Source: an optimization exercise on an open RTL-to-GDS flow (aim: small area). Production flows keep margins and buffers that such runs may drop. The RTL was checked by simulation tests, not by an equivalence proof against the original design.

==> inputs of exp/quartz <==
==> flow/design.v (excerpt) <==
module rgb_to_ycrcb(input clk,
	input [7:0] r,
	input [7:0] g,
	input [7:0] b,
	output [7:0] y,
	output [7:0] cr,
	output [7:0] cb);
==> flow/config.mk <==
export PLATFORM = sky130hd
export DESIGN_NAME = rgb_to_ycrcb
export DESIGN_NICKNAME = rgb_to_ycrcb
export VERILOG_FILES = /design/flow/design.v
export SDC_FILE = /design/flow/constraint.sdc
export NUM_CORES = 4
export LEC_CHECK = 0
export CAP_MARGIN = 20
export CORE_MARGIN = 2
export CORE_UTILIZATION = 60
export PLACE_DENSITY = 0.7
export SLEW_MARGIN = 20
export SYNTH_HIERARCHICAL = 1
export SYNTH_MINIMUM_KEEP_SIZE = 0
==> flow/constraint.sdc <==
create_clock -name core_clock -period 5.0 [get_ports {clk}]
set_input_delay 1.0000 -clock core_clock [delete_from_list [all_inputs] [get_ports {clk}]]
set_output_delay 1.0000 -clock core_clock [all_outputs]
set_load 0.01 [all_outputs]
standard.sh (not shown) runs the stock make flow with config.mk's settings and CLKGATE_MAP_FILE= SYNTH_SCRIPT=/design/flow/synth_recipe.tcl, a recipe that flattens the netlist after the stock synthesis.
==> flow/flow/run.sh <==
#!/bin/bash
bash standard.sh "BUFFER_PORTS_ARGS=-buffer_cell sky130_fd_sc_hd__buf_1" \
  "CTS_ARGS=-sink_clustering_enable -dont_use_dummy_load -root_buf sky130_fd_sc_hd__clkbuf_8 -buf_list sky130_fd_sc_hd__clkbuf_4 -sink_clustering_size 20 -sink_buffer_max_cap_derate 1.0" \
  GPL_KEEP_OVERFLOW=0 finish > standard.log 2>&1
==> exp/pepper: changes against exp/quartz <==
==> flow/flow/run.sh (replaced) <==
#!/bin/bash
bash standard.sh "BUFFER_PORTS_ARGS=-buffer_cell sky130_fd_sc_hd__buf_1" \
  "CTS_ARGS=-sink_clustering_enable -repair_clock_nets -dont_use_dummy_load -root_buf sky130_fd_sc_hd__clkbuf_8 -buf_list sky130_fd_sc_hd__clkbuf_4 -sink_clustering_size 20 -sink_buffer_max_cap_derate 1.0" \
  GPL_KEEP_OVERFLOW=0 finish > standard.log 2>&1
==> exp/juniper: changes against exp/quartz <==
==> flow/flow/run.sh (replaced) <==
#!/bin/bash
bash standard.sh "BUFFER_PORTS_ARGS=-buffer_cell sky130_fd_sc_hd__buf_1" \
  "CTS_ARGS=-sink_clustering_enable -repair_clock_nets -dont_use_dummy_load -buf_list {sky130_fd_sc_hd__clkbuf_4 sky130_fd_sc_hd__clkbuf_8} -sink_clustering_size 20" \
  GPL_KEEP_OVERFLOW=0 finish > standard.log 2>&1
==> comparison <==
- In sequential share of layout area, exp/quartz and exp/pepper do not differ.
- In final area, exp/pepper and exp/quartz do not differ.
- In synthesized cell count, exp/juniper and exp/quartz do not differ.
- In wire length, exp/pepper and exp/juniper do not differ.
- Die area is the same in exp/quartz and exp/pepper.
- In clock skew, exp/quartz and exp/pepper do not differ.
- In first-iteration DRC count, exp/juniper and exp/pepper do not differ.
- In final cell count, exp/juniper and exp/quartz do not differ.
==> figures <==
| item | exp/quartz | exp/juniper | exp/pepper |
|---|---|---|---|
| Outcome | no timing/DRC/antenna violations | no timing/DRC/antenna violations | no timing/DRC/antenna violations |
| Number of instances resized during post-cts repair | 1 | 1 | 1 |
| Post-CTS Setup Bufs | 0 | 0 | 0 |
| Remaining Overflow, GRT | 0 | 0 | 0 |
| Critical R2R Capture | d2_c416 | d2_c416 | d2_c416 |
| Routed met3 length | 272 um | 272 um | 272 um |
| Avg WL per Cell | 15.9 um | 15.9 um | 15.9 um |
| Final Instance Count excl. Fillers | 472 | 472 | 472 |
| Arithmetic-cell share of the synthesized area counting full adders, half adders and majority gates | 51.6% | 51.6% | 51.6% |
| Via count of the first global-routing pass | 2852 | 2852 | 2852 |
| Total number of clock tree sinks | 85 | 85 | 85 |
| Layout Nets | 531 | 531 | 531 |
| Number of violations of the max-capacitance limit | 0 | 0 | 0 |
| Y dimension of the die | 94.4 um | 94.4 um | 94.4 um |

========
==> violet: inputs <==
rgb_to_ycrcb, a different RTL version from the one above (not shown whole).
==> flow/config.mk <==
export PLATFORM = sky130hd
export DESIGN_NAME = rgb_to_ycrcb
export DESIGN_NICKNAME = rgb_to_ycrcb
export VERILOG_FILES = /design/flow/design.v
export SDC_FILE = /design/flow/constraint.sdc
export NUM_CORES = 4
export LEC_CHECK = 0
export CAP_MARGIN = 20
export CORE_MARGIN = 2
export CORE_UTILIZATION = 70
export PLACE_DENSITY = 0.8
export SLEW_MARGIN = 20
export SYNTH_HIERARCHICAL = 1
export SYNTH_MINIMUM_KEEP_SIZE = 0
==> flow/constraint.sdc <==
create_clock -name core_clock -period 5.0 [get_ports {clk}]
set_input_delay 1.0000 -clock core_clock [delete_from_list [all_inputs] [get_ports {clk}]]
set_output_delay 1.0000 -clock core_clock [all_outputs]
set_load 0.01 [all_outputs]
==> flow/flow/run.sh <==
#!/bin/bash
bash standard.sh "BUFFER_PORTS_ARGS=-buffer_cell sky130_fd_sc_hd__buf_1" \
  "CTS_ARGS=-sink_clustering_enable -repair_clock_nets -dont_use_dummy_load -root_buf sky130_fd_sc_hd__clkbuf_16 -buf_list sky130_fd_sc_hd__clkbuf_4 -sink_clustering_size 10 -sink_buffer_max_cap_derate 1.0" \
  finish > standard.log 2>&1
==> inputs of garnet, as changes to violet <==
==> flow/flow/run.sh (replaced) <==
#!/bin/bash
bash standard.sh "BUFFER_PORTS_ARGS=-buffer_cell sky130_fd_sc_hd__buf_1" \
  "CTS_ARGS=-sink_clustering_enable -repair_clock_nets -dont_use_dummy_load -buf_list {sky130_fd_sc_hd__clkbuf_4 sky130_fd_sc_hd__clkbuf_8} -sink_clustering_size 20" \
  finish > standard.log 2>&1
==> inputs of fjord, as changes to violet <==
==> flow/flow/run.sh (replaced) <==
#!/bin/bash
bash standard.sh "BUFFER_PORTS_ARGS=-buffer_cell sky130_fd_sc_hd__buf_1" \
  "CTS_ARGS=-sink_clustering_enable -repair_clock_nets -dont_use_dummy_load -root_buf sky130_fd_sc_hd__clkbuf_8 -buf_list {sky130_fd_sc_hd__clkbuf_4 sky130_fd_sc_hd__clkbuf_8} -sink_clustering_size 20 -sink_buffer_max_cap_derate 0.5" \
  finish > standard.log 2>&1
==> summary of the runs <==
- violet completed without violations. fjord finished with timing, DRC and antenna clean. garnet produced a clean layout.
- Via count is the same in garnet and fjord.
- Synthesized cell count is the same in fjord and violet.
- Of fjord and violet, fjord has the higher fmax (gap 3.1%, measured against violet).
- Between violet and garnet, the lower wire length is in garnet (gap about 18%, measured against garnet).
- In non-clock buffer count, fjord and garnet do not differ.
- In violet the first-iteration DRC count is larger than in fjord, by 23%.
- In count of clock-buffer cells in the layout, violet and fjord do not differ.
- Between violet and fjord, the lower hold slack is in violet (gap 0.0052 ns).
==> figures <==
| item | fjord | violet | garnet |
|---|---|---|---|
| Met3 Track Usage GR | 5.13% | 6.44% | 5.13% |
| Fin area | 5290 um^2 | 5400 um^2 | 5290 um^2 |
| Clk_skew | 0.0364 ns | 0.0162 ns | 0.0364 ns |
| Least-Margin Pin Slew | 0.501 ns | 0.487 ns | 0.501 ns |
| Wire length of the first global-routing pass | 14,000 um | 15,800 um | 14,000 um |
| DR vias/cell | 5.10 | 5.40 | 5.10 |
| Run status | complete, no violations | complete, no violations | complete, no violations |
| Worst-case register-to-register setup slack | 0.50 ns | 0.49 ns | 0.50 ns |
| GR Util All Layers | 24.9% | 28.6% | 24.9% |
| Vias after detailed routing | 2,498 | 2,648 | 2,498 |
| Data-path buffer share of cell area in the final layout | 4.11% | 4.04% | 4.11% |
| DRT iter0 DRCs | 90 | 111 | 90 |
| Clock network latency to the later pin of the worst-skew pair | 0.35 ns | 0.33 ns | 0.35 ns |
| Clock network share of area | 2.34% | 4.17% | 2.34% |
| Fill cell count | 417 | 380 | 417 |
| CTS Root Cell | sky130_fd_sc_hd__clkbuf_8 | sky130_fd_sc_hd__clkbuf_16 | sky130_fd_sc_hd__clkbuf_8 |

========
==> run G: inputs <==
rgb_to_ycrcb, a different RTL version from the one above (not shown whole).
Settings: LEC_CHECK=0, CAP_MARGIN=20, CORE_MARGIN=2, CORE_UTILIZATION=60, CTS_BUF_LIST=sky130_fd_sc_hd__clkbuf_8, CTS_CLUSTER_SIZE=20, SLEW_MARGIN=20, SYNTH_HIERARCHICAL=1, SYNTH_MINIMUM_KEEP_SIZE=0; clock period 5.0 ns.
==> flow/flow/run.sh <==
#!/bin/bash
bash standard.sh "BUFFER_PORTS_ARGS=-buffer_cell sky130_fd_sc_hd__buf_1" finish > standard.log 2>&1
==> run R: changes against run G <==
CORE_UTILIZATION = 40   (was 60)
CTS_BUF_LIST = unset   (was sky130_fd_sc_hd__clkbuf_8)
CTS_CLUSTER_SIZE = unset   (was 20)
==> run X: changes against run G <==
==> flow/flow/run.sh (replaced) <==
#!/bin/bash
bash standard.sh > standard.log 2>&1
CORE_UTILIZATION = 40   (was 60)
CTS_BUF_LIST = unset   (was sky130_fd_sc_hd__clkbuf_8)
CTS_CLUSTER_SIZE = unset   (was 20)
==> notes.md <==
quantity	run R	run G	run X
Outcome	complete, no violations	complete, no violations	complete, no violations
Final critical-path share of the clock period	95.7%	94.8%	96.3%
Fraction of layout instances using a drive strength above 1	10.3%	8.89%	11.4%
Initial Util	40.6%	61.1%	40.6%
Worst setup slack after layout	215 ps	261 ps	184 ps
Area overhead of the layout relative to synthesis	11.2%	7.95%	17.5%
Transition time of the tightest slew-check pin	429 ps	388 ps	424 ps
Maximum number of pins on one net before global-route repair	13	16	15
Dpl cells	655	588	654
Final Instance Count excl. Fillers	677	606	678
Well-tap cell count	180	111	180

========
==> tundra: inputs <==
rgb_to_ycrcb, a different RTL version from the one above (not shown whole).
Settings: LEC_CHECK=0, CAP_MARGIN=20, CORE_MARGIN=2, CORE_UTILIZATION=80, PLACE_DENSITY=0.9, SLEW_MARGIN=20, SYNTH_HIERARCHICAL=1, SYNTH_MINIMUM_KEEP_SIZE=0; clock period 5.0 ns.
==> flow/flow/run.sh <==
#!/bin/bash
bash standard.sh "BUFFER_PORTS_ARGS=-buffer_cell sky130_fd_sc_hd__buf_1" \
  "CTS_ARGS=-sink_clustering_enable -repair_clock_nets -dont_use_dummy_load -buf_list {sky130_fd_sc_hd__clkbuf_4 sky130_fd_sc_hd__clkbuf_8} -sink_clustering_size 20" \
  finish > standard.log 2>&1
==> indigo: changes against tundra <==
==> flow/flow/run.sh (replaced) <==
#!/bin/bash
bash standard.sh "BUFFER_PORTS_ARGS=-buffer_cell sky130_fd_sc_hd__buf_1" \
  "CTS_ARGS=-sink_clustering_enable -repair_clock_nets -dont_use_dummy_load -root_buf sky130_fd_sc_hd__clkbuf_8 -buf_list sky130_fd_sc_hd__clkbuf_4 -sink_clustering_size 20" \
  finish > standard.log 2>&1
CORE_UTILIZATION = 70   (was 80)
PLACE_DENSITY = 0.8   (was 0.9)
==> comparison table <==
item                                                                     tundra                 indigo
First-pass GRT wire length                                              20.1 mm                16.8 mm
Fraction of area in registers                                             31.3%                  31.2%
Met2 routed WL                                                          6.79 mm                5.30 mm
Core utilization of the finished layout                                   88.6%                  77.8%
Met1 routing resource usage after global routing                          42.9%                  30.9%
Buffer share of cell area                                                 4.57%                  4.48%
Share of post-route cells with drive strength above 1                     9.13%                  7.17%
Number of instances in the placed design                                    528                    550
Global Route met3 Usage                                                   7.31%                  4.32%
Routability cong.                                                         0.905                  0.889
Detailed-router iteration count before antenna repair                        21                      4
DIE AREA                                                            0.00737 mm²            0.00837 mm²
Actual transition at the worst max-transition pin                        589 ps                 543 ps
Insertion delay to the later sink of the worst-skew pair                 350 ps                 360 ps
Worst slack at placement                                                -265 ps               -61.0 ps
Most numerous cell on the critical path                   sky130_fd_sc_hd__fa_2  sky130_fd_sc_hd__ha_1
Register-to-register path setup slack                                     80 ps                 120 ps
Multi-input combinational cell area                                 0.00331 mm²            0.00330 mm²
Result of the run                              no timing/DRC/antenna violations  no timing/DRC/antenna violations
Detailed-route wire length                                              12.9 mm                9.93 mm
Capture point of the critical path                                      dh2_325                eh2_334

==> re-timing with driven ports <==
In the flow no input, the clock included, has a driving cell. The finished layouts below were timed again as built, in two steps. Step 1 sets driving cells, clkbuf_16 on the clock port and buf_2 on the other inputs (assumed; they add their load-dependent delay and slew). Step 2 moves the port delays by t, midway between the first and last clock arrival at a register: inputs arrive t later, outputs are due t later. That takes back most of the time a late clock gives input paths. Three values: ideal, step 1, step 2; two values: the first two.
| run | shift t [ns] | slack for setup (ns) | worst setup path after step 2 | clock arrival spread, ns | worst data-port slew with drivers (ns) |
|---|---|---|---|---|---|
| exp/quartz | 0.369 | 0.242 / 0.242 / 0.060 | input to register | 0.035 / 0.036 | 0.03 |
| exp/pepper | 0.369 | 0.242 / 0.242 / 0.060 | input to register | 0.035 / 0.036 | 0.03 |
| exp/juniper | 0.369 | 0.242 / 0.242 / 0.060 | input to register | 0.035 / 0.036 | 0.03 |
| violet | 0.355 | 0.260 / 0.266 / -0.090 | input to register | 0.017 / 0.017 | 0.04 |
| garnet | 0.363 | 0.403 / 0.404 / 0.040 | input to register | 0.037 / 0.037 | 0.04 |
| fjord | 0.363 | 0.403 / 0.404 / 0.040 | input to register | 0.037 / 0.037 | 0.04 |
| run G | 0.392 | 0.261 / 0.261 / 0.261 | register to register | 0.013 / 0.013 | 0.04 |
| run R | 0.377 | 0.215 / 0.215 / 0.215 | register to register | 0.008 / 0.008 | 0.03 |
| run X | 0.374 | 0.184 / 0.184 / 0.184 | register to register | 0.011 / 0.011 | 0.03 |
| tundra | 0.373 | 0.075 / 0.075 / -0.192 | input to register | 0.018 / 0.019 | 0.04 |
| indigo | 0.374 | 0.122 / 0.122 / -0.054 | input to register | 0.027 / 0.027 | 0.03 |
Met with ideal ports but missed after step 2: setup timing in violet, tundra and indigo.
